This design comes from an exercise in tuning for small area on the open sky130 flow, not from production work. RTL that was checked went through simulation tests only; none was proved equivalent to the original. Function not checked in run 3: the RTL went through the layout flow alone. In runs 1 to 5 the design's own scripts or RTL, not TritonCTS, make the clock network. The flow treats the clock pin as an ideal source. Dropping or thinning the clock tree relies on that and would not hold on a real chip. Power figures rest on the tool's default switching activity, not on a simulated workload.

`design.v`:
```
`timescale 1ns / 1ps
module sel_adj(
    input adj,
    input clk_1hz,
    input clk_2hz,
    output which_clk
);
    assign which_clk = adj ? clk_2hz : clk_1hz;
endmodule
`timescale 1ns / 1ps
module clock_divider(
    input clk,
    input por,
    input rst,
    output reg clk_2hz,
    output reg clk_1hz,
    output fast_step,
    output reg clk_blink
);
    localparam [8:0] MASK = 9'b010101010;
    wire clr = por | rst;
    reg [2:0] fast_x;
    wire [2:0] fast = fast_x ^ 3'b010;
    assign fast_step = fast[2] & fast[0];
    reg [8:0] x_2hz, x_1hz, x_blink;
    wire [8:0] s_2hz = x_2hz ^ MASK;
    wire [8:0] s_1hz = x_1hz ^ MASK;
    wire [8:0] s_blink = x_blink ^ MASK;
    wire end_2hz = {s_2hz[8], s_2hz[5:3], s_2hz[1:0]} == 6'b111111;
    wire end_1hz = s_1hz == 9'b010000111;
    wire end_blink = {s_blink[8], s_blink[6:3], s_blink[1:0]} == 7'b1111111;
    function [8:0] step;
        input [8:0] s;
        step = {s[7:0], s[8] ~^ s[3]};
    endfunction
    wire [8:0] n_2hz = (clr | end_2hz) ? 9'd0 : step(s_2hz);
    wire [8:0] n_1hz = (clr | end_1hz) ? 9'd0 : step(s_1hz);
    wire [8:0] n_blink = (clr | end_blink) ? 9'd0 : step(s_blink);
    wire [2:0] n_fast = clr ? 3'b000 : {fast[1:0], ~fast[2]};
    always @(posedge clk) begin
        x_2hz <= n_2hz ^ MASK;
        x_1hz <= n_1hz ^ MASK;
        x_blink <= n_blink ^ MASK;
        fast_x <= n_fast ^ 3'b010;
        if (clr) begin
            clk_2hz <= 0;
            clk_1hz <= 0;
            clk_blink <= 0;
        end else begin
            clk_2hz <= clk_2hz ^ end_2hz;
            clk_1hz <= clk_1hz ^ end_1hz;
            clk_blink <= clk_blink ^ end_blink;
        end
    end
endmodule
`timescale 1ns / 1ps
module debouncer(
   input clk,
   input por,
   input signal_i,
   output signal_f
);
   localparam [3:0] MASK = 4'b0101;
   reg [3:0] counter_x;
   reg temp_n;
   reg cur_signal;
   wire [3:0] counter = counter_x ^ MASK;
   wire temp_signal = ~temp_n;
   wire diff = (cur_signal ^ temp_signal) & ~por;
   wire last = counter == 4'b1000;
   wire feedback = counter[3] ~^ (counter[2] & counter[1] & ~counter[0]);
   wire [3:0] counter_n = diff ? {counter[2:0], feedback} : 4'd0;
   always @(posedge clk) begin
       temp_n <= ~(signal_i & ~por);
       counter_x <= counter_n ^ MASK;
       if (por)
           cur_signal <= 1'b0;
       else if (diff && last)
           cur_signal <= temp_signal;
   end
   assign signal_f = cur_signal;
endmodule
`timescale 1ns / 1ps
module counter(
	input clk,
	input por,
	input clk_1hz,
	input clk_2hz,
	input sel,
	input adj,
	input rst,
	input pause,
	output reg [2:0] minutes_tens,
	output reg [3:0] minutes_ones,
	output reg [2:0] seconds_tens,
	output reg [3:0] seconds_ones
);
	reg is_paused;
	reg pause_q;
	reg which_clk_q;
	wire which_clk;
	sel_adj adjust(.adj(adj), .clk_1hz(clk_1hz), .clk_2hz(clk_2hz), .which_clk(which_clk));
	wire step = which_clk & ~which_clk_q & ~is_paused;
	always @(posedge clk) begin
		if (por) begin
			which_clk_q <= 1'b0;
			pause_q <= 1'b0;
			is_paused <= 1'b0;
		end else begin
			which_clk_q <= which_clk;
			pause_q <= pause;
			is_paused <= is_paused ^ (pause & ~pause_q);
		end
	end
	wire so_end = seconds_ones[3] & seconds_ones[0];
	wire st_end = seconds_tens[2] & seconds_tens[0];
	wire mo_end = minutes_ones[3] & minutes_ones[0];
	wire e_so = step & (~adj | sel);
	wire e_st = e_so & so_end;
	wire e_mo = step & (adj ? ~sel : (so_end & st_end));
	wire e_mt = e_mo & mo_end;
	function [3:0] ones_flip;
		input [3:0] q;
		ones_flip = {q[0] & (q[3] | (q[2] & q[1])), q[0] & q[1], q[0] & ~q[3], 1'b1};
	endfunction
	function [2:0] tens_flip;
		input [2:0] q;
		tens_flip = {q[0] & (q[2] | q[1]), q[0] & ~q[2], 1'b1};
	endfunction
	wire clr = por | rst;
	always @(posedge clk) begin
		seconds_ones <= {4{~clr}} & (seconds_ones ^ ({4{e_so}} & ones_flip(seconds_ones)));
		seconds_tens <= {3{~clr}} & (seconds_tens ^ ({3{e_st}} & tens_flip(seconds_tens)));
		minutes_ones <= {4{~clr}} & (minutes_ones ^ ({4{e_mo}} & ones_flip(minutes_ones)));
		minutes_tens <= {3{~clr}} & (minutes_tens ^ ({3{e_mt}} & tens_flip(minutes_tens)));
	end
endmodule
`timescale 1ns / 1ps
module get_cathode(
   input [3:0] display_state,
   output [6:0] cathode
);
   wire [3:0] d = display_state;
   assign cathode[0] = (d == 4'd1) | (d == 4'd4) | (d == 4'd11) | (d == 4'd14) | (d == 4'd15);
   assign cathode[1] = (d == 4'd5) | (d == 4'd6) | (d == 4'd13) | (d == 4'd14) | (d == 4'd15);
   assign cathode[2] = (d == 4'd2) | (d == 4'd10) | (d == 4'd11) | (d == 4'd14) | (d == 4'd15);
   assign cathode[3] = (d == 4'd1) | (d == 4'd4) | (d == 4'd7) | (d == 4'd10) | (d == 4'd11) | (d == 4'd14) | (d == 4'd15);
   assign cathode[4] = (d == 4'd1) | (d == 4'd3) | (d == 4'd4) | (d == 4'd5) | (d == 4'd7) | (d == 4'd9) | (d == 4'd11) | (d == 4'd13) | (d == 4'd15);
   assign cathode[5] = (d == 4'd1) | (d == 4'd2) | (d == 4'd3) | (d == 4'd7) | (d == 4'd11) | (d == 4'd15);
   assign cathode[6] = (d == 4'd0) | (d == 4'd1) | (d == 4'd7) | (d == 4'd15);
endmodule
`timescale 1ns / 1ps
module create_display(
    input clk,
    input por,
    input fast_step,
    input clk_blink,
    input sel,
    input adj,
    input [2:0] minutes_tens,
    input [3:0] minutes_ones,
    input [2:0] seconds_tens,
    input [3:0] seconds_ones,
    output [6:0] cathode,
    output [3:0] anode
);
	reg [1:0] switch;
	reg started;
	reg [3:0] digit;
	reg [3:0] cur;
	always @* begin
		case (switch)
			2'd0: cur = {1'b0, minutes_tens};
			2'd1: cur = minutes_ones;
			2'd2: cur = {1'b0, seconds_tens};
			default: cur = seconds_ones;
		endcase
	end
	wire blank = adj & ~clk_blink & (switch[1] ~^ sel);
	always @(posedge clk) begin
		if (por) begin
			switch <= 2'd0;
			started <= 1'b0;
			digit <= 4'hf;
		end else if (fast_step) begin
			switch <= switch + 1'b1;
			started <= 1'b1;
			digit <= blank ? 4'hf : cur;
		end
	end
	get_cathode decode(.display_state(digit), .cathode(cathode));
	assign anode = ~started ? 4'b1111 :
	               switch == 2'd1 ? 4'b0111 :
	               switch == 2'd2 ? 4'b1011 :
	               switch == 2'd3 ? 4'b1101 : 4'b1110;
endmodule
`timescale 1ns / 1ps
module stopwatch(
	input clk,
	input rst,
	input SEL,
	input ADJ,
	input RESET,
	input PAUSE,
	output [6:0] cathode,
	output [3:0] anode
);
	wire clk_2hz, clk_1hz, fast_step, clk_blink;
	wire sel, adj, rst_db, pause;
	wire [2:0] minutes_tens, seconds_tens;
	wire [3:0] minutes_ones, seconds_ones;
	clock_divider clk_div (
		.clk(clk), .por(rst), .rst(RESET),
		.clk_2hz(clk_2hz), .clk_1hz(clk_1hz), .fast_step(fast_step), .clk_blink(clk_blink)
	);
	debouncer sel_debouncer (.clk(clk), .por(rst), .signal_i(SEL), .signal_f(sel));
	debouncer adj_debouncer (.clk(clk), .por(rst), .signal_i(ADJ), .signal_f(adj));
	debouncer rst_debouncer (.clk(clk), .por(rst), .signal_i(RESET), .signal_f(rst_db));
	debouncer pause_debouncer (.clk(clk), .por(rst), .signal_i(PAUSE), .signal_f(pause));
	counter decade_counter (
		.clk(clk), .por(rst), .clk_1hz(clk_1hz), .clk_2hz(clk_2hz),
		.sel(sel), .adj(adj), .rst(rst_db), .pause(pause),
		.minutes_tens(minutes_tens), .minutes_ones(minutes_ones),
		.seconds_tens(seconds_tens), .seconds_ones(seconds_ones)
	);
	create_display display (
		.clk(clk), .por(rst), .fast_step(fast_step), .clk_blink(clk_blink),
		.sel(sel), .adj(adj),
		.minutes_tens(minutes_tens), .minutes_ones(minutes_ones),
		.seconds_tens(seconds_tens), .seconds_ones(seconds_ones),
		.cathode(cathode), .anode(anode)
	);
endmodule
```
`flow/run.sh`:
```
#!/bin/bash
# Own layout flow: the standard ORFS flow with three changes.
#  1. Synthesis is the standard flow's script (synth_recipe.tcl) with ABC's mapping script
#     replaced by flow/abc_area.script (area-oriented mapping, no buffering
#     or upsizing for speed), and without mapping adders to half/full adder
#     cells ahead of ABC (ADDER_MAP_FILE empty).
#  2. Ports are buffered with sky130_fd_sc_hd__buf_1.
#  3. The clock tree is one level of buffers, made by flow/cts_own.tcl.
# Each tool's output goes to a log file in the work folder.
set -euo pipefail
W=$(pwd)
F=$W/flow

{
  head -n 1 synth_recipe.tcl
  echo "proc abc {args} { set i [lsearch \$args -script]; lset args [expr {\$i + 1}] $F/abc_area.script; yosys abc {*}\$args }"
  tail -n +2 synth_recipe.tcl
} > "$W/own_synth.tcl"

ARGS=(
  "SYNTH_SCRIPT=$W/own_synth.tcl"
  "ADDER_MAP_FILE="
  "BUFFER_PORTS_ARGS=-buffer_cell sky130_fd_sc_hd__buf_1"
  "PRE_CTS_TCL=$F/cts_own.tcl"
)

bash "$W/standard.sh" "${ARGS[@]}" synth > "$W/log_synth.txt" 2>&1
bash "$W/standard.sh" "${ARGS[@]}" finish > "$W/log_layout.txt" 2>&1
```
`flow/abc_area.script`:
```
strash
dch -f
amap
mfs2
strash
dch -f
amap
```
`flow/cts_own.tcl`:
```
# Sourced before clock tree synthesis (PRE_CTS_TCL). Replaces ORFS's clock
# tree with one level of clock buffers: the flip-flops are split into K
# groups by position (k-means), and each group gets one buffer of type BUF at
# its centre, driven straight from the clock port. Every register sees the
# same single buffer stage.
proc clock_tree_synthesis { args } {
  set k [expr {[info exists ::env(OWN_CTS_K)] ? $::env(OWN_CTS_K) : 3}]
  set bufname [expr {[info exists ::env(OWN_CTS_BUF)] ? $::env(OWN_CTS_BUF) : "sky130_fd_sc_hd__buf_12"}]
  set block [ord::get_db_block]
  set master [[ord::get_db] findMaster $bufname]
  set clk [$block findNet clk]
  set sinks {}
  foreach it [$clk getITerms] {
    set bb [[$it getInst] getBBox]
    lappend sinks [list $it [expr {([$bb xMin] + [$bb xMax]) / 2}] [expr {([$bb yMin] + [$bb yMax]) / 2}]]
  }
  set n [llength $sinks]
  set sorted [lsort -real -index 1 $sinks]
  set centers {}
  for {set c 0} {$c < $k} {incr c} {
    set s [lindex $sorted [expr {int(($c + 0.5) * $n / $k)}]]
    lappend centers [list [lindex $s 1] [lindex $s 2]]
  }
  for {set iter 0} {$iter < 30} {incr iter} {
    set assign {}
    foreach s $sinks {
      set best 0
      set bd 1e18
      for {set c 0} {$c < $k} {incr c} {
        set d [expr {abs([lindex $s 1] - [lindex $centers $c 0]) + abs([lindex $s 2] - [lindex $centers $c 1])}]
        if {$d < $bd} {
          set bd $d
          set best $c
        }
      }
      lappend assign $best
    }
    set new {}
    for {set c 0} {$c < $k} {incr c} {
      set sx 0
      set sy 0
      set m 0
      foreach s $sinks a $assign {
        if {$a == $c} {
          set sx [expr {$sx + [lindex $s 1]}]
          set sy [expr {$sy + [lindex $s 2]}]
          incr m
        }
      }
      if {$m == 0} {
        lappend new [lindex $centers $c]
      } else {
        lappend new [list [expr {$sx / $m}] [expr {$sy / $m}]]
      }
    }
    set centers $new
  }
  for {set c 0} {$c < $k} {incr c} {
    set net [odb::dbNet_create $block clknet_own_$c]
    $net setSigType CLOCK
    set inst [odb::dbInst_create $block $master clkbuf_own_$c]
    [$inst findITerm A] connect $clk
    [$inst findITerm X] connect $net
    set m 0
    foreach s $sinks a $assign {
      if {$a == $c} {
        set it [lindex $s 0]
        $it disconnect
        $it connect $net
        incr m
      }
    }
    $inst setLocation [expr {int([lindex $centers $c 0])}] [expr {int([lindex $centers $c 1])}]
    $inst setPlacementStatus PLACED
    puts "own clock buffer $c ($bufname): $m sinks"
  }
  set_propagated_clock [all_clocks]
}
```
`standard.sh`:
```
#!/bin/bash
# synth_recipe.tcl (not shown) runs the flow's synth.tcl, then flattens the netlist and writes it again
# the make line also repeats each setting of config.mk as NAME=value (left out here)
make -C /OpenROAD-flow-scripts/flow DESIGN_CONFIG=/design/flow/config.mk WORK_HOME=/design/flow/orfs CLKGATE_MAP_FILE= SYNTH_SCRIPT=/design/flow/synth_recipe.tcl "${@:-finish}"
```
`config.mk`:
```
export PLATFORM = sky130hd
export DESIGN_NAME = stopwatch
export DESIGN_NICKNAME = stopwatch
export VERILOG_FILES = /design/flow/design.v
export SDC_FILE = /design/flow/constraint.sdc
export NUM_CORES = 4
export LEC_CHECK = 0
export CAP_MARGIN = 20
export CORE_MARGIN = 2
export CORE_UTILIZATION = 70
export SLEW_MARGIN = 20
```
`constraint.sdc`:
```
create_clock -name core_clock -period 10.0 [get_ports {clk}]
set_input_delay 2.0000 -clock core_clock [delete_from_list [all_inputs] [get_ports {clk}]]
set_output_delay 2.0000 -clock core_clock [all_outputs]
set_load 0.01 [all_outputs]
```
==> flow_summary.toml, run 1 <==
[status]
status = "complete, no violations"

[synth]
synth-seq-area-share_pct = 58.6
synth_most_common_cell = "sky130_fd_sc_hd__dfxtp_1"
post_synth_top_flop = "sky130_fd_sc_hd__dfxtp_1"
number_of_unique_standard_cell_types_used_by_synthesis = 28
yosysWarningCount = 4
synthCells = 318
yosys.area.top_type = "sky130_fd_sc_hd__dfxtp_1"
asyncSetResetFlopFracSynth_pct = 0
net_count_synth = 324
syn-mean-instance-area_um2 = 8.71
synth_edf_count = 0
postSynthRegisterBits = 81
syn_area_mm2 = 0.00277
synth.top_cell.area_share_pct = 58.6
synth.cells.most_frequent = "81 x sky130_fd_sc_hd__dfxtp_1, 74 x sky130_fd_sc_hd__nor2_1, 37 x sky130_fd_sc_hd__clkinv_1, 24 x sky130_fd_sc_hd__nand2_1, 16 x sky130_fd_sc_hd__a211oi_1"
synth_top_cells_by_area = "sky130_fd_sc_hd__dfxtp_1 59%, sky130_fd_sc_hd__nor2_1 10%, sky130_fd_sc_hd__clkinv_1 5.0%"

[floorplanning]
initial_utilization_pct = 74.0
coreArea_mm2 = 0.00374
ioPinCount = 17
die_area_mm2 = 0.00447
fp-row-count = 22
chipHeight_um = 66.9
chip_width_um = 66.9

[layout]
multiInputGateArea_mm2 = 0.00101
ff_latch_area_mm2 = 0.00162
stdcell_count = 385
fillCellCount = 254
post-route-util_pct = 78.8
layout-drive-gt1-share_pct = 0.890
nNetsFinal = 345
diodes = 0
flow.area_growth_from_synthesis_pct = 6.51

[routing]
firstDrtPassIters = 4
drt_wl_total_mm = 4.58
wire_per_inst_um = 11.9
drt_first_iter_violations = 154
route.vias.total = 2124
detail_route.drc_violations = 0
antenna_violating_nets_post_route = 0
avg_vias_per_cell = 5.52

[grt]
gr-total-overflow = 0
antenna_found_initial = 0
grt_pass1_wl_mm = 7.75
gr-usage-all-layers_pct = 21.5
grt_max_degree = 33
via_count_of_the_first_global_routing_pass = 1959

[timing]
max_clock_freq_ghz = 0.253
final.setup.tns_ns = 0
finalCriticalPeriod_ns = 3.95
rsz0062_at_grt = "false"
tightest_slew_ns = 0.807
finalMaxSlewViolations = 0
final_min_period_over_clock_period_pct = 39.5
timing.clock.skew_ns = 0.0195
finalHoldViolations = 0
max-slew-margin-rel_pct = 46.0
finalSetupViolCount = 0

[critical_path]
worstPathArrival_ns = 4.02
rr_startpoint = "adj_debouncer.cur_signal$_SDFFE_PP0P_"
timing.reg2reg.worst_path_depth = 12
cp-start-kind = "input pin"
r2r-end = "decade_counter.minutes_tens[2]$_DFF_P_"
critical_path_class = "in2reg"
start_point_of_the_critical_path = "rst"
rrSetupSlack_ns = 7.74
crit_path_end_kind = "register"
cp.required_ns = 10.07
crit_fanout = 14

[clock_network]
postCtsHoldBufs = 0
worst_setup_hold_path_clk_slew_ns = 0.11
ctsResizeCount = 0
post_cts_buffers = 0
clock_insertion_delay_worst_skew_ns = 0.14

[hold_path]
hold_end = "clk_div.fast_x[1]$_DFF_P_"
holdPathStages = 1
hold_path.class = "reg2reg"
holdCritStartpoint = "clk_div.fast_x[0]$_SDFF_PP0_"

[placement]
port_buffers = 16
dpl.cell_count = 382
post-dp-hpwl_mm = 3.49
gp_congestion = 0.814

[power_and_ir_drop]
power_density_mw_per_mm2 = 156
irDropWorstVdd_uv = 171
static-leakage-power_nw = 0.945

[run]
cap_viol_max_count = 0
worst max-delay path, cell delays in order:
cell and delay [ns]:
sky130_fd_sc_hd__buf_1 0.25, sky130_fd_sc_hd__nor2_1 0.71, sky130_fd_sc_hd__clkinv_1 0.29, sky130_fd_sc_hd__nor2_1 0.35
sky130_fd_sc_hd__clkinv_1 0.23, sky130_fd_sc_hd__a211oi_1 0.19
how the worst max path moves through the flow:
| stage | end | slack (ns) | cells after the start |
|---|---|---|---|
| 2_1_floorplan | clk_div.x_1hz[0]$_SDFF_PP0_ | 6.63 | 5 |
| 3_3_place_gp | clk_div.x_1hz[0]$_SDFF_PP0_ | 6.04 | 6 |
| 3_5_place_dp | clk_div.x_1hz[0]$_SDFF_PP0_ | 5.92 | 6 |
| 4_1_cts | clk_div.x_1hz[0]$_SDFF_PP0_ | 6.06 | 6 |
| 5_1_grt | clk_div.x_1hz[0]$_SDFF_PP0_ | 5.76 | 6 |
| 6_report | clk_div.x_1hz[0]$_SDFF_PP0_ | 6.05 | 6 |
cells by family after synthesis:
kind of cell,after synthesis,share of synthesized area [%]
and+or+nand+nor,140,22.0
DFF,81,58.6
AOI/OAI and AO/OA,60,14.4
buffers and inverters,37,5.02
final cells by class:
type / count / share of cell area, %
sequential: 81 / 55.0
multi-input combinational: 200 / 34.2
inverter: 37 / 4.71
timing repair buffer: 16 / 2.04
buffer: 3 / 2.04
tap: 48 / 2.04
per-layer routing:
metal  vias to the layer above  wire length (um)  part of all wire [%]  track usage, %
met2                        36              2190                    48            40.8
met3                         6               167                   3.6            1.52
met1                       953              2190                    48            27.0
li1                       1129                 -                     -               -
met5                         -                 0                     0               0
met4                         0                42                  0.92            3.32
flip-flops by register name (all words and copies together) (netlist names), 4 cells and up:
signal,count
display.digit,4
decade_counter.minutes_ones,4
clk_div.x_1hz,9
clk_div.x_blink,9
sel_debouncer.counter_x,4
decade_counter.seconds_ones,4
clk_div.x_2hz,9
adj_debouncer.counter_x,4
rst_debouncer.counter_x,4
pause_debouncer.counter_x,4
where the power goes:
group / switching (mW) / internal (mW)
sequential: 0.00196 / 0.326
clock: 0.0730 / 0.0489
combinational: 0.00725 / 0.00269
cells in the final DEF (no fill, tap or decap):
| cell | Yosys | final |
|---|---|---|
| sky130_fd_sc_hd__clkinv_1 | 37 | 37 |
| sky130_fd_sc_hd__a211oi_1 | 16 | 16 |
| sky130_fd_sc_hd__o21ai_0 | 12 | 12 |
| sky130_fd_sc_hd__buf_12 | 0 | 3 |
| sky130_fd_sc_hd__nor3_1 | 11 | 11 |
| sky130_fd_sc_hd__nor3b_1 | 1 | 1 |
| sky130_fd_sc_hd__o221ai_1 | 7 | 7 |
| sky130_fd_sc_hd__a222oi_1 | 1 | 1 |
| sky130_fd_sc_hd__nand2_1 | 24 | 24 |
| sky130_fd_sc_hd__buf_1 | 0 | 16 |
| sky130_fd_sc_hd__a21o_1 | 1 | 1 |
| sky130_fd_sc_hd__nor4_1 | 2 | 2 |
| sky130_fd_sc_hd__dfxtp_1 | 81 | 81 |
| sky130_fd_sc_hd__a2111oi_0 | 1 | 1 |
| sky130_fd_sc_hd__nand3_1 | 10 | 10 |
| sky130_fd_sc_hd__nor2_1 | 74 | 74 |
| sky130_fd_sc_hd__o22ai_1 | 2 | 2 |
| sky130_fd_sc_hd__o211ai_1 | 1 | 1 |
| sky130_fd_sc_hd__a211o_1 | 1 | 1 |
| sky130_fd_sc_hd__or2_0 | 5 | 5 |
| sky130_fd_sc_hd__a22oi_1 | 1 | 1 |
| sky130_fd_sc_hd__o21a_1 | 1 | 1 |
| sky130_fd_sc_hd__or3_1 | 1 | 1 |
| sky130_fd_sc_hd__nor2b_1 | 2 | 2 |
| sky130_fd_sc_hd__nand3b_1 | 3 | 3 |
| sky130_fd_sc_hd__a21oi_1 | 14 | 14 |
| sky130_fd_sc_hd__a22o_1 | 1 | 1 |
| sky130_fd_sc_hd__nand4_1 | 6 | 6 |
| sky130_fd_sc_hd__a221oi_1 | 1 | 1 |
| sky130_fd_sc_hd__and2_0 | 1 | 1 |
metrics by stage:
step                hold WS [ns]  worst slack, ns  total power [mW]  cell area [um2]
finish                     0.382             6.05             0.460             2950
global route               0.392             5.76             0.475             2950
CTS                        0.384             6.06             0.463             2950
detailed placement         0.368             5.92             0.345             2890
global placement           0.359             6.04             0.345             2890
floorplan                  0.353             6.63             0.341             2770
==> run 2: changes to the inputs <==
--- a/flow/cts_own.tcl
+++ b/flow/cts_own.tcl
@@ -6,5 +6,5 @@
 proc clock_tree_synthesis { args } {
   set k [expr {[info exists ::env(OWN_CTS_K)] ? $::env(OWN_CTS_K) : 3}]
-  set bufname [expr {[info exists ::env(OWN_CTS_BUF)] ? $::env(OWN_CTS_BUF) : "sky130_fd_sc_hd__buf_12"}]
+  set bufname [expr {[info exists ::env(OWN_CTS_BUF)] ? $::env(OWN_CTS_BUF) : "sky130_fd_sc_hd__clkbuf_16"}]
   set block [ord::get_db_block]
   set master [[ord::get_db] findMaster $bufname]
--- a/config.mk
+++ b/config.mk
@@ -8,4 +8,4 @@
 export CAP_MARGIN = 20
 export CORE_MARGIN = 2
-export CORE_UTILIZATION = 70
+export CORE_UTILIZATION = 40
 export SLEW_MARGIN = 20
==> flow_summary.toml, run 2 <==
[status]
status = "complete, no violations"

[synth]
syn_area_mm2 = 0.00277
synth_xor_area_share_pct = 0
synth.top_cell.area_share_pct = 58.6
yosysWarningCount = 4
yosys.area.top_type = "sky130_fd_sc_hd__dfxtp_1"
number_of_unique_standard_cell_types_used_by_synthesis = 28
postSynthRegisterBits = 81
synthAdderAreaFrac_pct = 0
synth_top_cells_by_area = "sky130_fd_sc_hd__dfxtp_1 59%, sky130_fd_sc_hd__nor2_1 10%, sky130_fd_sc_hd__clkinv_1 5.0%"
post_synth_mux_area_share_pct = 0
synthCells = 318
synth-seq-area-share_pct = 58.6
synth_edf_count = 0
synth.cells.most_frequent = "81 x sky130_fd_sc_hd__dfxtp_1, 74 x sky130_fd_sc_hd__nor2_1, 37 x sky130_fd_sc_hd__clkinv_1, 24 x sky130_fd_sc_hd__nand2_1, 16 x sky130_fd_sc_hd__a211oi_1"
synth_most_common_cell = "sky130_fd_sc_hd__dfxtp_1"
synth_compound_gate_area_share_pct = 14.4
main_combinational_cell_family_by_area_after_synthesis = "simple AND/OR/NAND/NOR gates"
net_count_synth = 324
simple_logic_cell_fraction_of_the_synthesized_area_pct = 22.0
syn-mean-instance-area_um2 = 8.71
asyncSetResetFlopFracSynth_pct = 0
post_synth_top_flop = "sky130_fd_sc_hd__dfxtp_1"

[placement]
post-dp-hpwl_mm = 3.52
gp_congestion = 0.788
preCtsSetupSlack_ns = 5.82
port_buffers = 16
dpl.cell_count = 414

[timing]
finalMaxSlewViolations = 0
max_clock_freq_ghz = 0.256
finalHoldViolations = 0
final.setup.tns_ns = 0
finalSetupViolCount = 0
timing.clock.skew_ns = 0.0149
rsz0062_at_grt = "false"
finalCriticalPeriod_ns = 3.90
tightest_slew_ns = 0.770
final_min_period_over_clock_period_pct = 39.0
final.setup.worst_slack_ns = 6.10
fin_hold_ws_ns = 0.387
max-slew-margin-rel_pct = 48.7

[clock_network]
worst_setup_hold_path_clk_slew_ns = 0.10
post_cts_buffers = 0
clock_insertion_delay_worst_skew_ns = 0.16
postCtsHoldBufs = 0
ctsResizeCount = 0

[power_and_ir_drop]
static-leakage-power_nw = 0.954
irDropWorstVdd_uv = 135
power_density_mw_per_mm2 = 156

[critical_path]
r2r-end = "decade_counter.minutes_tens[2]$_DFF_P_"
worstPathArrival_ns = 3.98
critical_path_class = "in2reg"
rrSetupSlack_ns = 7.81
timing.reg2reg.worst_path_depth = 12
cp.required_ns = 10.07
crit_fanout = 14
cell_by_cell_listing_of_the_critical_path = "buf_1 -> nor2_1 -> clkinv_1 -> nor2_1 -> clkinv_1 -> a211oi_1"
rr_startpoint = "adj_debouncer.cur_signal$_SDFFE_PP0P_"
crit_path_end_kind = "register"
max_stage_delay_ns = 0.68
cp-start-kind = "input pin"
slowest_stage = "sky130_fd_sc_hd__nor2_1"

[routing]
firstDrtPassIters = 6
route.vias.total = 2076
drt_wl_total_mm = 4.60
avg_vias_per_cell = 4.98
detail_route.drc_violations = 0
drt_first_iter_violations = 54
wire_per_inst_um = 11.0
antenna_violating_nets_post_route = 0

[hold_path]
hold_end = "clk_div.fast_x[2]$_SDFF_PP0_"
holdPathStages = 1
holdCritStartpoint = "clk_div.fast_x[1]$_DFF_P_"
hold_path.class = "reg2reg"

[layout]
layout.cells.most_common = "sky130_fd_sc_hd__dfxtp_1"
nNetsFinal = 345
layout-drive-gt1-share_pct = 0.890
flow.area_growth_from_synthesis_pct = 8.50
post-route-util_pct = 44.5
stdcell_count = 417
diodes = 0
layout_common_cells = "81 x sky130_fd_sc_hd__dfxtp_1, 74 x sky130_fd_sc_hd__nor2_1, 37 x sky130_fd_sc_hd__clkinv_1"
largestRegisters = "clk_div.x_1hz (9), clk_div.x_2hz (9), clk_div.x_blink (9)"

[floorplanning]
chip_width_um = 87.2
ioPinCount = 17
chipHeight_um = 87.2
coreArea_mm2 = 0.00676
fp-row-count = 30
die_area_mm2 = 0.00760
initial_utilization_pct = 41.0

[grt]
grt_pass1_wl_mm = 8.03
grt_max_degree = 31
via_count_of_the_first_global_routing_pass = 1873
gr-total-overflow = 0
gr-usage-all-layers_pct = 12.4
antenna_found_initial = 0

[run]
cap_viol_max_count = 0
==> run 2: cell counts after synthesis <==
No cell type changed its count.
==> run 2: logic make-up (layout without fill, tap and decap cells) <==
logic type / count (synthesis) / count (layout)
AND/OR/NAND/NOR: 140 / 140
flip-flops: 81 / 81
AO/OA/AOI/OAI: 60 / 60
buffers and inverters: 37 / 56
==> run 2: worst max-delay path, delay by kind of cell <==
kind	cells	cell delay (ns)
AND/OR/NAND/NOR	2	1.00
AO/OA/AOI/OAI	1	0.22
buffers and inverters	3	0.75
==> run 2: worst max-delay path by stage <==
stage	start	to	slack, ns	cells after the start
detailed placement	rst	clk_div.x_1hz[0]$_SDFF_PP0_	5.82	6
global route	rst	clk_div.x_1hz[0]$_SDFF_PP0_	5.77	6
CTS	rst	clk_div.x_1hz[0]$_SDFF_PP0_	6.03	6
floorplan	rst	clk_div.x_1hz[0]$_SDFF_PP0_	6.63	5
finish	rst	clk_div.x_1hz[0]$_SDFF_PP0_	6.10	6
global placement	rst	clk_div.x_1hz[0]$_SDFF_PP0_	5.99	6
==> run 2: where the power goes <==
part | internal, mW | switching [mW]
registers | 0.326 | 0.00192
clock network | 0.0553 | 0.0764
logic | 0.00269 | 0.00723
total | 0.384 | 0.0856
==> run 2: area by class of cell <==
type	count	area [um2]
Sequential cell	81	1620
Multi-Input combinational cell	200	1010
Tap cell	80	100
Inverter	37	139
Buffer	3	75.1
Timing Repair Buffer	16	60.1
Fill cell	686	3750
==> run 2: stage by stage <==
stage,cell area (um2),power (mW)
CTS,3000,0.475
finish,3000,0.469
global route,3000,0.489
global placement,2930,0.345
floorplan,2770,0.341
detailed placement,2930,0.345
==> run 2: routing by layer <==
metal	global-route usage, %	vias up	part of all wire (%)
met5	0	-	0
met4	0.839	0	0.41
met3	0.853	2	2.7
met2	22.5	27	45
met1	16.9	914	51
li1	-	1133	-
==> run 3: changes to the inputs <==
--- a/design.v
+++ b/design.v
@@ -23,9 +23,10 @@
     wire [2:0] fast = fast_x ^ 3'b010;
     assign fast_step = fast[2] & fast[0];
-    reg [8:0] x_2hz, x_1hz, x_blink;
-    wire [8:0] s_2hz = x_2hz ^ MASK;
+    reg [7:0] x_2hz;
+    reg [8:0] x_1hz, x_blink;
+    wire [7:0] s_2hz = x_2hz ^ MASK[7:0];
     wire [8:0] s_1hz = x_1hz ^ MASK;
     wire [8:0] s_blink = x_blink ^ MASK;
-    wire end_2hz = {s_2hz[8], s_2hz[5:3], s_2hz[1:0]} == 6'b111111;
+    wire end_2hz = {s_2hz[7:4], s_2hz[2:0]} == 7'b1111000;
     wire end_1hz = s_1hz == 9'b010000111;
     wire end_blink = {s_blink[8], s_blink[6:3], s_blink[1:0]} == 7'b1111111;
@@ -34,10 +35,10 @@
         step = {s[7:0], s[8] ~^ s[3]};
     endfunction
-    wire [8:0] n_2hz = (clr | end_2hz) ? 9'd0 : step(s_2hz);
+    wire [7:0] n_2hz = (clr | end_2hz) ? 8'd0 : {s_2hz[6:0], s_2hz[7] ^ ~(s_2hz[0] & s_2hz[4])};
     wire [8:0] n_1hz = (clr | end_1hz) ? 9'd0 : step(s_1hz);
     wire [8:0] n_blink = (clr | end_blink) ? 9'd0 : step(s_blink);
     wire [2:0] n_fast = clr ? 3'b000 : {fast[1:0], ~fast[2]};
     always @(posedge clk) begin
-        x_2hz <= n_2hz ^ MASK;
+        x_2hz <= n_2hz ^ MASK[7:0];
         x_1hz <= n_1hz ^ MASK;
         x_blink <= n_blink ^ MASK;
==> flow/run.sh (replaced) <==
#!/bin/bash
set -euo pipefail
W=$(pwd)
F=$W/flow

{
  head -n 1 synth_recipe.tcl
  cat "$F/multi_abc.tcl"
  tail -n +2 synth_recipe.tcl
} > "$W/own_synth.tcl"
export OWN_ABC_DIR="$F/abc"

ARGS=(
  "SYNTH_SCRIPT=$W/own_synth.tcl"
  "ADDER_MAP_FILE="
  "BUFFER_PORTS_ARGS=-buffer_cell sky130_fd_sc_hd__buf_1"
  "PRE_CTS_TCL=$F/cts_own.tcl"
)

bash "$W/standard.sh" "${ARGS[@]}" synth > "$W/log_synth.txt" 2>&1
bash "$W/standard.sh" "${ARGS[@]}" finish > "$W/log_layout.txt" 2>&1
==> flow/abc/a.script (new file) <==
strash
dch -f
amap
mfs2
strash
dch -f
amap
==> flow/abc/b.script (new file) <==
strash
balance
rewrite
refactor
balance
rewrite
rewrite -z
balance
refactor -z
rewrite -z
balance
dch -f
amap
==> flow/abc/c.script (new file) <==
strash
dch -f
map -a
strash
dch -f
amap
==> flow/abc/d.script (new file) <==
&get -n
&st
&dch
&nf -R 1000
&st
&syn2
&if -g -K 6
&synch2
&nf -R 1000
&st
&syn2
&if -g -K 6
&synch2
&nf -R 1000
&st
&syn2
&dch
&put
amap
==> flow/abc/e.script (new file) <==
&get -n
&st
&syn2
&dch -f
&put
dch -f
amap
==> flow/abc/f.script (new file) <==
&get -n
&st
&dch
&nf -R 1000
&st
&syn2
&if -g -K 6
&synch2
&nf -R 1000
&st
&syn2
&if -g -K 6
&synch2
&nf -R 1000
&st
&syn2
&dch
&nf -R 1000 -p
&put
--- a/flow/cts_own.tcl
+++ b/flow/cts_own.tcl
@@ -6,5 +6,5 @@
 proc clock_tree_synthesis { args } {
   set k [expr {[info exists ::env(OWN_CTS_K)] ? $::env(OWN_CTS_K) : 3}]
-  set bufname [expr {[info exists ::env(OWN_CTS_BUF)] ? $::env(OWN_CTS_BUF) : "sky130_fd_sc_hd__clkbuf_16"}]
+  set bufname [expr {[info exists ::env(OWN_CTS_BUF)] ? $::env(OWN_CTS_BUF) : "sky130_fd_sc_hd__buf_12"}]
   set block [ord::get_db_block]
   set master [[ord::get_db] findMaster $bufname]
==> flow/multi_abc.tcl (new file) <==
# ABC with several mapping scripts; keeps the smallest result.
proc abc {args} {
  set i [lsearch $args -script]
  set libs {}
  foreach {k v} $args { if {$k eq "-liberty"} { lappend libs -liberty $v } }
  yosys design -save own_pre_abc
  set best ""
  set best_area 1e18
  foreach s [lsort [glob $::env(OWN_ABC_DIR)/*.script]] {
    yosys design -load own_pre_abc
    lset args [expr {$i + 1}] $s
    yosys abc {*}$args
    set st [yosys tee -q -s result.string stat {*}$libs]
    regexp {Chip area for module[^:]*:\s*([0-9.]+)} $st -> area
    puts "OWN_ABC $s area $area"
    if {$area < $best_area} {
      set best_area $area
      set best $s
      yosys design -save own_best_abc
    }
  }
  puts "OWN_ABC best $best area $best_area"
  yosys design -load own_best_abc
}
--- a/config.mk
+++ b/config.mk
@@ -8,4 +8,4 @@
 export CAP_MARGIN = 20
 export CORE_MARGIN = 2
-export CORE_UTILIZATION = 40
+export CORE_UTILIZATION = 70
 export SLEW_MARGIN = 20
removed: flow/abc_area.script
==> flow_summary.toml, run 3 <==
[floorplanning]
die_area_mm2 = 0.00444
initial_utilization_pct = 73.9
fp-row-count = 22
ioPinCount = 17
coreArea_mm2 = 0.00372
chip_width_um = 66.6
chipHeight_um = 66.6

[power_and_ir_drop]
power.share.combinational_pct = 2.2
clock_power_share_pct = 26.8
internal-power_mw = 0.373
power_frac_seq_pct = 71.0
power_density_mw_per_mm2 = 156
switching_share_pct = 18.1
power.switching_mw = 0.0826
static-leakage-power_nw = 0.960
finalPower_mw = 0.456
irDropWorstVdd_uv = 150

[synth]
synth_most_common_cell = "sky130_fd_sc_hd__dfxtp_1"
post_synth_top_flop = "sky130_fd_sc_hd__dfxtp_1"
synth.top_cell.area_share_pct = 58.3
yosys.area.top_type = "sky130_fd_sc_hd__dfxtp_1"
synthCells = 316
syn_area_mm2 = 0.00275
synth.cells.most_frequent = "80 x sky130_fd_sc_hd__dfxtp_1, 70 x sky130_fd_sc_hd__nor2_1, 36 x sky130_fd_sc_hd__clkinv_1, 31 x sky130_fd_sc_hd__nand2_1, 17 x sky130_fd_sc_hd__a211oi_1"
number_of_unique_standard_cell_types_used_by_synthesis = 27
asyncSetResetFlopFracSynth_pct = 0
net_count_synth = 322
synth-seq-area-share_pct = 58.3
synth_top_cells_by_area = "sky130_fd_sc_hd__dfxtp_1 58%, sky130_fd_sc_hd__nor2_1 9.6%, sky130_fd_sc_hd__clkinv_1 4.9%"
syn-mean-instance-area_um2 = 8.69
postSynthRegisterBits = 80
synth_edf_count = 0
yosysWarningCount = 4

[grt]
grt_pass1_wl_mm = 7.77
grt_max_degree = 30
via_count_of_the_first_global_routing_pass = 1827
gr-usage-all-layers_pct = 21.7
gr-total-overflow = 0
antenna_found_initial = 0

[layout]
largestRegisters = "clk_div.x_1hz (9), clk_div.x_blink (9), clk_div.x_2hz (8)"
nNetsFinal = 343
stdcell_count = 383
layout-drive-gt1-share_pct = 0.896
layout_common_cells = "80 x sky130_fd_sc_hd__dfxtp_1, 70 x sky130_fd_sc_hd__nor2_1, 36 x sky130_fd_sc_hd__clkinv_1"
post-route-util_pct = 78.7
diodes = 0
flow.area_growth_from_synthesis_pct = 6.56
layout.cells.most_common = "sky130_fd_sc_hd__dfxtp_1"

[timing]
finalHoldViolations = 0
max_clock_freq_ghz = 0.275
rsz0062_at_grt = "false"
timing.clock.skew_ns = 0.0113
finalCriticalPeriod_ns = 3.64
final_min_period_over_clock_period_pct = 36.4
final.setup.tns_ns = 0
finalSetupViolCount = 0
finalMaxSlewViolations = 0
tightest_slew_ns = 0.567
max-slew-margin-rel_pct = 62.2

[hold_path]
hold_path.class = "reg2reg"

[clock_network]
ctsResizeCount = 0
clock_insertion_delay_worst_skew_ns = 0.13
worst_setup_hold_path_clk_slew_ns = 0.10
postCtsHoldBufs = 0
post_cts_buffers = 0

[routing]
firstDrtPassIters = 4
avg_vias_per_cell = 5.60
detail_route.drc_violations = 0
drt_first_iter_violations = 138
drt_wl_total_mm = 4.75
wire_per_inst_um = 12.4
route.vias.total = 2144
antenna_violating_nets_post_route = 0

[critical_path]
critical_path_class = "in2reg"
timing.reg2reg.worst_path_depth = 9
cp-start-kind = "input pin"
crit_end = "clk_div.x_1hz[0]$_SDFF_PP0_"
r2r-end = "decade_counter.minutes_tens[2]$_DFF_P_"
cp.required_ns = 10.06
rr_startpoint = "adj_debouncer.cur_signal$_SDFFE_PP0P_"
crit_path_end_kind = "register"
rrSetupSlack_ns = 8.00
worstPathArrival_ns = 3.70
crit_fanout = 13
start_point_of_the_critical_path = "rst"

[status]
status = "complete, no violations"

[placement]
dpl.cell_count = 380
post-dp-hpwl_mm = 3.53
port_buffers = 16
gp_congestion = 0.738

[run]
cap_viol_max_count = 0
## run 3: cell count changes after synthesis, moves of 2 or more
cell                       delta
sky130_fd_sc_hd__nor2_1       -4
sky130_fd_sc_hd__o221ai_1     +2
sky130_fd_sc_hd__nor3_1       +3
sky130_fd_sc_hd__a21oi_1      -4
sky130_fd_sc_hd__nand3_1      -5
sky130_fd_sc_hd__nand2_1      +7
## run 3: per-layer routing
metal	global-route usage [%]	up-vias	wire length, um
met5	0	-	0
met4	1.53	0	38
met3	1.35	3	142
met2	40.0	30	2310
li1	-	1125	-
met1	29.2	986	2270
## run 3: metrics by stage
| step | setup WS, ns | instance area (um2) | hold WS [ns] |
|---|---|---|---|
| final | 6.36 | 2930 | 0.394 |
| after global routing | 6.19 | 2930 | 0.397 |
| after CTS | 6.36 | 2930 | 0.391 |
| after detailed placement | 6.22 | 2870 | 0.375 |
| after global placement | 6.31 | 2870 | 0.368 |
| after floorplan | 6.82 | 2750 | 0.353 |
## run 3: power by group through the flow
stage / clock network (mW) / registers (mW) / logic, mW
5_1_grt: 0.134 / 0.324 / 0.0114
2_1_floorplan: 0 / 0.331 / 0.00658
3_3_place_gp: 0 / 0.331 / 0.00951
3_5_place_dp: 0 / 0.331 / 0.00998
4_1_cts: 0.124 / 0.324 / 0.0101
6_report: 0.122 / 0.324 / 0.00999
## run 3: kinds of logic (layout without fill, tap and decap cells)
group / after synthesis / count (layout) / synth area share, %
and+or+nand+nor: 142 / 142 / 22.5
DFF: 80 / 80 / 58.3
AOI/OAI and AO/OA: 58 / 58 / 14.3
buffers and inverters: 36 / 55 / 4.92
## run 3: worst min path at each step
stage                                               end  slack (ns)  cells after the start                          from
final                     clk_div.x_blink[8]$_SDFF_PP0_        0.39                      1    clk_div.x_blink[7]$_DFF_P_
after global routing      clk_div.x_blink[8]$_SDFF_PP0_        0.40                      1    clk_div.x_blink[7]$_DFF_P_
after CTS                 clk_div.x_blink[8]$_SDFF_PP0_        0.39                      1    clk_div.x_blink[7]$_DFF_P_
after detailed placement      clk_div.fast_x[1]$_DFF_P_        0.37                      1  clk_div.fast_x[0]$_SDFF_PP0_
after global placement         clk_div.x_1hz[7]$_DFF_P_        0.37                      1   clk_div.x_1hz[6]$_SDFF_PP0_
after floorplan                clk_div.x_1hz[7]$_DFF_P_        0.35                      1   clk_div.x_1hz[6]$_SDFF_PP0_
## run 3: layout make-up
class | instances | area [um2]
sequential | 80 | 1600
fill | 258 | 791
multi-input combinational | 200 | 1010
timing repair buffer | 16 | 60.1
buffer | 3 | 60.1
inverter | 36 | 135
tap | 48 | 60.1
## run 3: worst max-delay path: stages
cell and delay (ns):
sky130_fd_sc_hd__buf_1 0.25, sky130_fd_sc_hd__nor2_1 0.43, sky130_fd_sc_hd__clkinv_1 0.27, sky130_fd_sc_hd__nor2_1 0.34, sky130_fd_sc_hd__clkinv_1 0.22, sky130_fd_sc_hd__a211oi_1 0.19
==> run 4: changes to the inputs <==
--- a/design.v
+++ b/design.v
@@ -172,7 +172,7 @@
 	always @* begin
 		case (switch)
-			2'd0: cur = {1'b0, minutes_tens};
-			2'd1: cur = minutes_ones;
-			2'd2: cur = {1'b0, seconds_tens};
+			2'b00: cur = {1'b0, minutes_tens};
+			2'b01: cur = minutes_ones;
+			2'b11: cur = {1'b0, seconds_tens};
 			default: cur = seconds_ones;
 		endcase
@@ -185,5 +185,5 @@
 			digit <= 4'hf;
 		end else if (fast_step) begin
-			switch <= switch + 1'b1;
+			switch <= {switch[0], ~switch[1]};
 			started <= 1'b1;
 			digit <= blank ? 4'hf : cur;
@@ -192,7 +192,7 @@
 	get_cathode decode(.display_state(digit), .cathode(cathode));
 	assign anode = ~started ? 4'b1111 :
-	               switch == 2'd1 ? 4'b0111 :
-	               switch == 2'd2 ? 4'b1011 :
-	               switch == 2'd3 ? 4'b1101 : 4'b1110;
+	               switch == 2'b01 ? 4'b0111 :
+	               switch == 2'b11 ? 4'b1011 :
+	               switch == 2'b10 ? 4'b1101 : 4'b1110;
 endmodule
 `timescale 1ns / 1ps
==> flow_summary.toml, run 4 <==
[clock_network]
worst_setup_hold_path_clk_slew_ns = 0.10
postCtsHoldBufs = 0
post_cts_buffers = 0
ctsResizeCount = 0
clock_insertion_delay_worst_skew_ns = 0.14

[status]
status = "complete, no violations"

[layout]
diodes = 0
fillCellCount = 251
flow.area_growth_from_synthesis_pct = 6.59
largestRegisters = "clk_div.x_1hz (9), clk_div.x_blink (9), clk_div.x_2hz (8)"
post-route-util_pct = 78.4
layout.cells.most_common = "sky130_fd_sc_hd__dfxtp_1"
layout-drive-gt1-share_pct = 0.915
layout_common_cells = "80 x sky130_fd_sc_hd__dfxtp_1, 70 x sky130_fd_sc_hd__nor2_1, 32 x sky130_fd_sc_hd__clkinv_1"
nNetsFinal = 336

[floorplanning]
ioPinCount = 17
fp-row-count = 22
chipHeight_um = 66.5
chip_width_um = 66.5
initial_utilization_pct = 73.5
coreArea_mm2 = 0.00372
die_area_mm2 = 0.00442

[routing]
route.vias.total = 2112
detail_route.drc_violations = 0
firstDrtPassIters = 4
antenna_violating_nets_post_route = 0
drt_wl_total_mm = 4.99
avg_vias_per_cell = 5.62
drt_first_iter_violations = 111
wire_per_inst_um = 13.3

[grt]
antenna_found_initial = 0
use_met3_pct = 1.52
grt_pass1_wl_mm = 8.38
gr-usage-all-layers_pct = 23.7
grt_most_used_layer = "met2"
via_count_of_the_first_global_routing_pass = 1948
gr-total-overflow = 0
grt_util_met1_pct = 30.8
grt_max_degree = 30
grt_use_met2_pct = 43.9

[power_and_ir_drop]
static-leakage-power_nw = 0.970
irDropWorstVdd_uv = 115
power_density_mw_per_mm2 = 157

[timing]
finalSetupViolCount = 0
finalHoldViolations = 0
final_min_period_over_clock_period_pct = 36.9
finalMaxSlewViolations = 0
final.setup.tns_ns = 0
timing.clock.skew_ns = 0.00966
rsz0062_at_grt = "false"
finalCriticalPeriod_ns = 3.69
max_clock_freq_ghz = 0.271
max-slew-margin-rel_pct = 47.2
tightest_slew_ns = 0.792

[placement]
port_buffers = 16
gp_congestion = 0.739
post-dp-hpwl_mm = 3.71

[synth]
synth-seq-area-share_pct = 58.6
synth_most_common_cell = "sky130_fd_sc_hd__dfxtp_1"
syn-mean-instance-area_um2 = 8.84
synthCells = 309
synth_top_cells_by_area = "sky130_fd_sc_hd__dfxtp_1 59%, sky130_fd_sc_hd__nor2_1 9.6%, sky130_fd_sc_hd__a211oi_1 4.9%"
synth.cells.most_frequent = "80 x sky130_fd_sc_hd__dfxtp_1, 70 x sky130_fd_sc_hd__nor2_1, 32 x sky130_fd_sc_hd__clkinv_1, 29 x sky130_fd_sc_hd__nand2_1, 18 x sky130_fd_sc_hd__a211oi_1"
postSynthRegisterBits = 80
synth_edf_count = 0
number_of_unique_standard_cell_types_used_by_synthesis = 28
asyncSetResetFlopFracSynth_pct = 0
post_synth_top_flop = "sky130_fd_sc_hd__dfxtp_1"
yosysWarningCount = 4
syn_area_mm2 = 0.00273
net_count_synth = 315
synth.top_cell.area_share_pct = 58.6
yosys.area.top_type = "sky130_fd_sc_hd__dfxtp_1"

[critical_path]
cp.required_ns = 10.06
crit_path_end_kind = "register"
slowest_stage = "sky130_fd_sc_hd__nor2_1"
max_stage_delay_ns = 0.45
rrSetupSlack_ns = 7.97
crit_fanout = 13
critical_path_class = "in2reg"
cp-start-kind = "input pin"
worstPathArrival_ns = 3.76
cell_by_cell_listing_of_the_critical_path = "buf_1 -> nor2_1 -> clkinv_1 -> nor2_1 -> clkinv_1 -> a211oi_1"

[run]
cap_viol_max_count = 0

[hold_path]
hold_path.class = "reg2reg"
==> run 4: logic make-up after synthesis <==
kind of cell | share of synthesized area (%)
simple gates | 21.5
flops | 58.6
buf+inv | 4.40
compound gates | 15.5
==> run 4: stage by stage <==
stage	std cells	cell area, um2	power (mW)	hold slack (ns)	worst slack (ns)
after floorplan	309	2730	0.337	0.353	6.82
after global placement	373	2850	0.341	0.357	6.31
after detailed placement	373	2850	0.341	0.366	6.17
after CTS	376	2910	0.458	0.386	6.30
after global routing	376	2910	0.473	0.397	5.94
final	376	2910	0.457	0.383	6.31
==> run 4: worst max-delay path, delay by kind of cell <==
kind                   cells  cell delay, ns
AOI/OAI and AO/OA          1            0.18
and+or+nand+nor            2            0.83
buffers and inverters      3            0.74
==> run 4: final timing paths <==
kind | startpoint | to | cells after the start
setup / recovery | rst | clk_div.x_2hz[0]$_SDFF_PP0_ | 6
hold / removal | clk_div.x_1hz[6]$_SDFF_PP0_ | clk_div.x_1hz[7]$_DFF_P_ | 1
setup reg to reg | adj_debouncer.cur_signal$_SDFFE_PP0P_ | decade_counter.minutes_tens[1]$_DFF_P_ | 8
hold reg to reg | clk_div.x_1hz[6]$_SDFF_PP0_ | clk_div.x_1hz[7]$_DFF_P_ | 1
==> run 4: cell type report <==
type / instances / area (um2) / area share [%]
sequential: 80 / 1600 / 55.0
multi-input combinational: 197 / 1010 / 34.7
inverter: 32 / 120 / 4.12
timing repair buffer: 16 / 60.1 / 2.06
buffer: 3 / 60.1 / 2.06
tap: 48 / 60.1 / 2.06
==> run 4: power breakdown <==
group	switching, mW	leakage, nW	internal, mW
combinational	0.00731	0.293	0.00270
sequential	0.00219	0.649	0.322
clock	0.0745	0.0282	0.0489
==> run 4: metal layers <==
layer,vias up,wire length [um]
met2,36,2500
li1,1098,-
met4,0,76
met3,8,137
met5,-,0
met1,970,2280
==> run 5: changes to the inputs <==
--- a/design.v
+++ b/design.v
@@ -62,21 +62,22 @@
    output signal_f
 );
-   localparam [3:0] MASK = 4'b0101;
+   localparam [3:0] MASK = 4'b1101;
+   localparam TP = 1'b0;
+   localparam CP = 1'b1;
    reg [3:0] counter_x;
-   reg temp_n;
-   reg cur_signal;
+   reg temp_x;
+   reg cur_x;
    wire [3:0] counter = counter_x ^ MASK;
-   wire temp_signal = ~temp_n;
-   wire diff = (cur_signal ^ temp_signal) & ~por;
+   wire temp_signal = temp_x ^ TP;
+   wire cur_signal = cur_x ^ CP;
+   wire diff = cur_signal ^ temp_signal;
    wire last = counter == 4'b1000;
    wire feedback = counter[3] ~^ (counter[2] & counter[1] & ~counter[0]);
    wire [3:0] counter_n = diff ? {counter[2:0], feedback} : 4'd0;
+   wire cur_n = por ? 1'b0 : (diff & last) ? temp_signal : cur_signal;
    always @(posedge clk) begin
-       temp_n <= ~(signal_i & ~por);
+       temp_x <= (signal_i & ~por) ^ TP;
        counter_x <= counter_n ^ MASK;
-       if (por)
-           cur_signal <= 1'b0;
-       else if (diff && last)
-           cur_signal <= temp_signal;
+       cur_x <= cur_n ^ CP;
    end
    assign signal_f = cur_signal;
@@ -104,13 +105,10 @@
 	wire step = which_clk & ~which_clk_q & ~is_paused;
 	always @(posedge clk) begin
-		if (por) begin
-			which_clk_q <= 1'b0;
-			pause_q <= 1'b0;
+		which_clk_q <= which_clk;
+		pause_q <= pause;
+		if (por)
 			is_paused <= 1'b0;
-		end else begin
-			which_clk_q <= which_clk;
-			pause_q <= pause;
+		else
 			is_paused <= is_paused ^ (pause & ~pause_q);
-		end
 	end
 	wire so_end = seconds_ones[3] & seconds_ones[0];
==> flow/abc/j.script (new file) <==
strash
dch -f
amap -m -F 3 -A 8
mfs2
strash
dc2
dch -f
amap -m -F 3 -A 8
mfs2
strash
dch -f
amap -m -F 3 -A 8
==> flow/abc/x1.script (new file) <==
strash
dch -f
amap
mfs2
strash
dch -f
amap
==> flow/abc/x10.script (new file) <==
strash
balance
rewrite
refactor
balance
rewrite
rewrite -z
balance
refactor -z
rewrite -z
balance
dch -f
amap -m
mfs2
strash
dch -f
amap
==> flow/abc/x11.script (new file) <==
strash
balance
rewrite
refactor
balance
rewrite
rewrite -z
balance
refactor -z
rewrite -z
balance
dch
amap -F 2 -A 6
mfs2
strash
dch
amap
==> flow/abc/x12.script (new file) <==
strash
balance
rewrite
refactor
balance
rewrite
rewrite -z
balance
refactor -z
rewrite -z
balance
dch -f
amap
mfs2
strash
dc2
dch -f
amap
mfs2
strash
dch -f
amap
==> flow/abc/x13.script (new file) <==
strash
ifraig
dc2
dch -f
amap
mfs2
strash
dch -f
amap
==> flow/abc/x14.script (new file) <==
strash
ifraig
dc2
dch -f
amap -m
mfs2
strash
dch -f
amap
==> flow/abc/x15.script (new file) <==
strash
ifraig
dc2
dch
amap -F 2 -A 6
mfs2
strash
dch
amap
==> flow/abc/x16.script (new file) <==
strash
ifraig
dc2
dch -f
amap
mfs2
strash
dc2
dch -f
amap
mfs2
strash
dch -f
amap
==> flow/abc/x17.script (new file) <==
&get -n
&st
&syn2
&put
dch -f
amap
mfs2
strash
dch -f
amap
==> flow/abc/x18.script (new file) <==
&get -n
&st
&syn2
&put
dch -f
amap -m
mfs2
strash
dch -f
amap
==> flow/abc/x19.script (new file) <==
&get -n
&st
&syn2
&put
dch
amap -F 2 -A 6
mfs2
strash
dch
amap
==> flow/abc/x2.script (new file) <==
strash
dch -f
amap -m
mfs2
strash
dch -f
amap
==> flow/abc/x20.script (new file) <==
&get -n
&st
&syn2
&put
dch -f
amap
mfs2
strash
dc2
dch -f
amap
mfs2
strash
dch -f
amap
==> flow/abc/x3.script (new file) <==
strash
dch
amap -F 2 -A 6
mfs2
strash
dch
amap
==> flow/abc/x4.script (new file) <==
strash
dch -f
amap
mfs2
strash
dc2
dch -f
amap
mfs2
strash
dch -f
amap
==> flow/abc/x5.script (new file) <==
strash
dc2
dch -f
amap
mfs2
strash
dch -f
amap
==> flow/abc/x6.script (new file) <==
strash
dc2
dch -f
amap -m
mfs2
strash
dch -f
amap
==> flow/abc/x7.script (new file) <==
strash
dc2
dch
amap -F 2 -A 6
mfs2
strash
dch
amap
==> flow/abc/x8.script (new file) <==
strash
dc2
dch -f
amap
mfs2
strash
dc2
dch -f
amap
mfs2
strash
dch -f
amap
==> flow/abc/x9.script (new file) <==
strash
balance
rewrite
refactor
balance
rewrite
rewrite -z
balance
refactor -z
rewrite -z
balance
dch -f
amap
mfs2
strash
dch -f
amap
==> flow_summary.toml, run 5 <==
[run]
cap_viol_max_count = 0

[grt]
gr-usage-all-layers_pct = 23.4
via_count_of_the_first_global_routing_pass = 1989
gr-total-overflow = 0
grt_pass1_wl_mm = 8.25
antenna_found_initial = 0
grt_max_degree = 29

[placement]
port_buffers = 16
gp_congestion = 0.742
post-dp-hpwl_mm = 3.59
placed_cell_area_mm2 = 0.00282
dpl.cell_count = 372

[synth]
postSynthRegisterBits = 80
syn_area_mm2 = 0.00270
net_count_synth = 314
yosysWarningCount = 4
synth-seq-area-share_pct = 59.3
synth_top_cells_by_area = "sky130_fd_sc_hd__dfxtp_1 59%, sky130_fd_sc_hd__nor2_1 8.5%, sky130_fd_sc_hd__nand2_1 4.6%"
synth.cells.most_frequent = "80 x sky130_fd_sc_hd__dfxtp_1, 61 x sky130_fd_sc_hd__nor2_1, 33 x sky130_fd_sc_hd__nand2_1, 26 x sky130_fd_sc_hd__clkinv_1, 20 x sky130_fd_sc_hd__a21oi_1"
number_of_unique_standard_cell_types_used_by_synthesis = 27
yosys.area.top_type = "sky130_fd_sc_hd__dfxtp_1"
syn-mean-instance-area_um2 = 8.77
synth_most_common_cell = "sky130_fd_sc_hd__dfxtp_1"
synthCells = 308
post_synth_top_flop = "sky130_fd_sc_hd__dfxtp_1"
synth_edf_count = 0
synth.top_cell.area_share_pct = 59.3
asyncSetResetFlopFracSynth_pct = 0

[critical_path]
cp-start-kind = "input pin"
critical_path_class = "in2reg"
cp.required_ns = 10.05
worstPathArrival_ns = 3.50
crit_path_end_kind = "register"
rr_startpoint = "adj_debouncer.cur_x$_DFF_P_"
start_point_of_the_critical_path = "rst"
crit_fanout = 14

[routing]
wl_met1_mm = 2.11
wire_per_inst_um = 12.9
drt_first_iter_violations = 140
antenna_violating_nets_post_route = 0
route.vias.total = 2153
avg_vias_per_cell = 5.74
met3RoutedLength_um = 185
drt_wl_total_mm = 4.84
detail_route.drc_violations = 0
met2WireLength_mm = 2.43
firstDrtPassIters = 4
top_layer = "met4"

[status]
status = "complete, no violations"

[layout]
diodes = 0
nNetsFinal = 335
stdcell_count = 375
layout.cells.most_common = "sky130_fd_sc_hd__dfxtp_1"
layout.cell_area.non_filler_mm2 = 0.00288
largestRegisters = "clk_div.x_1hz (9), clk_div.x_blink (9), clk_div.x_2hz (8)"
layout_common_cells = "80 x sky130_fd_sc_hd__dfxtp_1, 61 x sky130_fd_sc_hd__nor2_1, 33 x sky130_fd_sc_hd__nand2_1"
layout-drive-gt1-share_pct = 0.917
flow.area_growth_from_synthesis_pct = 6.67

[timing]
final_min_period_over_clock_period_pct = 34.6
finalHoldViolations = 0
final.setup.tns_ns = 0
finalSetupViolCount = 0
max_clock_freq_ghz = 0.289
fin_hold_ws_ns = 0.381
finalCriticalPeriod_ns = 3.46
max-slew-margin-rel_pct = 57.8
tightest_slew_ns = 0.628
finalMaxSlewViolations = 0
timing.clock.skew_ns = 0.0178
rsz0062_at_grt = "false"

[clock_network]
postCtsHoldBufs = 0
clock_insertion_delay_worst_skew_ns = 0.14
post_cts_buffers = 0
worst_setup_hold_path_clk_slew_ns = 0.10
ctsResizeCount = 0

[power_and_ir_drop]
irDropWorstVdd_uv = 159
power_density_mw_per_mm2 = 159
static-leakage-power_nw = 1.02

[hold_path]
hold_path.class = "reg2reg"
holdCritStartpoint = "clk_div.x_blink[2]$_SDFF_PP0_"

[floorplanning]
initial_utilization_pct = 73.2
fp-row-count = 22
chipHeight_um = 66.1
coreArea_mm2 = 0.00369
die_area_mm2 = 0.00437
ioPinCount = 17
chip_width_um = 66.1
[run 5: where the power goes]
part	switching, mW	internal, mW	leakage, nW
Clock	0.0739	0.0489	0.0282
Sequential	0.00297	0.323	0.650
Combinational	0.00722	0.00329	0.347
[run 5: per-stage QoR]
| step | worst slack [ns] | utilization, % | power [mW] |
|---|---|---|---|
| after global routing | 6.35 | 78.1 | 0.474 |
| after global placement | 6.45 | 76.5 | 0.343 |
| after CTS | 6.51 | 78.1 | 0.461 |
| final | 6.54 | 78.1 | 0.459 |
| after floorplan | 7.03 | - | 0.339 |
| after detailed placement | 6.39 | 76.5 | 0.343 |
[run 5: kinds of logic (layout without fill, tap and decap cells)]
group | after synthesis | after routing | share of synthesized area [%]
flip-flops | 80 | 80 | 59.3
buffers and inverters | 26 | 45 | 3.61
AND/OR/NAND/NOR | 132 | 132 | 21.2
AO/OA/AOI/OAI | 70 | 70 | 15.9
[run 5: worst paths after layout]
| path | endpoint | slack [ns] | depth (start not counted) |
|---|---|---|---|
| hold / removal | clk_div.x_blink[3]$_DFF_P_ | 0.38 | 1 |
| setup / recovery | clk_div.x_1hz[0]$_SDFF_PP0_ | 6.54 | 6 |
| setup reg to reg | decade_counter.minutes_tens[1]$_DFF_P_ | 7.67 | 10 |
| hold reg to reg | clk_div.x_blink[3]$_DFF_P_ | 0.38 | 1 |
[run 5: area by class of cell]
| type | instances | area, um2 |
|---|---|---|
| fill | 274 | 807 |
| inverter | 26 | 97.6 |
| tap | 48 | 60.1 |
| multi-input combinational | 202 | 1000 |
| sequential | 80 | 1600 |
| buffer | 3 | 60.1 |
| timing repair buffer | 16 | 60.1 |
[run 5: critical path, stage by stage]
cell	delay, ns
sky130_fd_sc_hd__buf_1	0.27
sky130_fd_sc_hd__nor2_1	0.24
sky130_fd_sc_hd__clkinv_1	0.26
sky130_fd_sc_hd__nor2_1	0.34
sky130_fd_sc_hd__clkinv_1	0.20
sky130_fd_sc_hd__a211oi_1	0.19
[run 5: routing by layer]
metal	track usage, %	up-vias
met3	1.19	14
met5	0	-
li1	-	1101
met2	44.0	57
met4	5.10	0
met1	29.5	981
==> run 6: changes to the inputs <==
--- a/flow/cts_own.tcl
+++ b/flow/cts_own.tcl
@@ -5,6 +5,6 @@
 # same single buffer stage.
 proc clock_tree_synthesis { args } {
-  set k [expr {[info exists ::env(OWN_CTS_K)] ? $::env(OWN_CTS_K) : 3}]
-  set bufname [expr {[info exists ::env(OWN_CTS_BUF)] ? $::env(OWN_CTS_BUF) : "sky130_fd_sc_hd__buf_12"}]
+  set k [expr {[info exists ::env(OWN_CTS_K)] ? $::env(OWN_CTS_K) : 2}]
+  set bufname [expr {[info exists ::env(OWN_CTS_BUF)] ? $::env(OWN_CTS_BUF) : "sky130_fd_sc_hd__buf_16"}]
   set block [ord::get_db_block]
   set master [[ord::get_db] findMaster $bufname]
--- a/config.mk
+++ b/config.mk
@@ -8,4 +8,4 @@
 export CAP_MARGIN = 20
 export CORE_MARGIN = 2
-export CORE_UTILIZATION = 70
+export CORE_UTILIZATION = 85
 export SLEW_MARGIN = 20
==> flow_summary.toml, run 6 <==
[status]
status = "stopped before the end"
last-stage-reached = "global placement"
toolErrorMsg = "[ERROR GPL-0301] Utilization 102.019 % exceeds 100%."

[synth]
yosysWarningCount = 4
synth_top_cells_by_area = "sky130_fd_sc_hd__dfxtp_1 59%, sky130_fd_sc_hd__nor2_1 8.5%, sky130_fd_sc_hd__nand2_1 4.6%"
synthCells = 308
syn_area_mm2 = 0.00270
asyncSetResetFlopFracSynth_pct = 0
synth_edf_count = 0
number_of_unique_standard_cell_types_used_by_synthesis = 27
synth.cells.most_frequent = "80 x sky130_fd_sc_hd__dfxtp_1, 61 x sky130_fd_sc_hd__nor2_1, 33 x sky130_fd_sc_hd__nand2_1, 26 x sky130_fd_sc_hd__clkinv_1, 20 x sky130_fd_sc_hd__a21oi_1"
synth.top_cell.area_share_pct = 59.3
postSynthRegisterBits = 80
net_count_synth = 314
synth-seq-area-share_pct = 59.3
yosys.area.top_type = "sky130_fd_sc_hd__dfxtp_1"
post_synth_top_flop = "sky130_fd_sc_hd__dfxtp_1"
synth_most_common_cell = "sky130_fd_sc_hd__dfxtp_1"
syn-mean-instance-area_um2 = 8.77

[floorplanning]
chip_width_um = 60.4
ioPinCount = 17
fp-row-count = 20
chipHeight_um = 60.4
initial_utilization_pct = 89.2

[placement]
port_buffers = 16
==> run 6: cell counts after synthesis <==
No cell type changed its count.
==> run 6: kinds of logic after synthesis <==
kind of cell / after synthesis / share of synthesized area (%)
compound gates: 70 / 15.9
buf+inv: 26 / 3.61
simple gates: 132 / 21.2
flops: 80 / 59.3

-- what the ideal ports hide --
How much do the figures lean on ideal ports? The routed layouts below were timed once more, with nothing changed but the port constraints. Step 1, drivers: a clkbuf_16 drives clk and a buf_2 each remaining input, both assumed. Step 2 moves the port delays by t, midway between the first and last clock arrival at a register: inputs arrive t later, outputs are due t later. That takes back most of the time a late clock gives input paths. Slacks: no drivers / after step 1 / after step 2; pairs: no drivers / after step 1.
run	t, ns	slack for setup (ns)	worst setup path after step 2	clock arrival spread, ns
run 1	0.190	6.047 / 6.087 / 5.897	input to register	0.020 / 0.020
run 2	0.212	6.096 / 6.128 / 5.916	input to register	0.024 / 0.024
run 3	0.192	6.359 / 6.402 / 6.210	input to register	0.014 / 0.014
run 4	0.193	6.306 / 6.341 / 6.148	input to register	0.010 / 0.010
run 5	0.193	6.542 / 6.505 / 6.391	input to register	0.019 / 0.019
After both steps setup and hold are still met in every run listed. The setup slack of run 2, which loses most, moves by +0.032 ns with the drivers and by -0.180 ns with both steps.
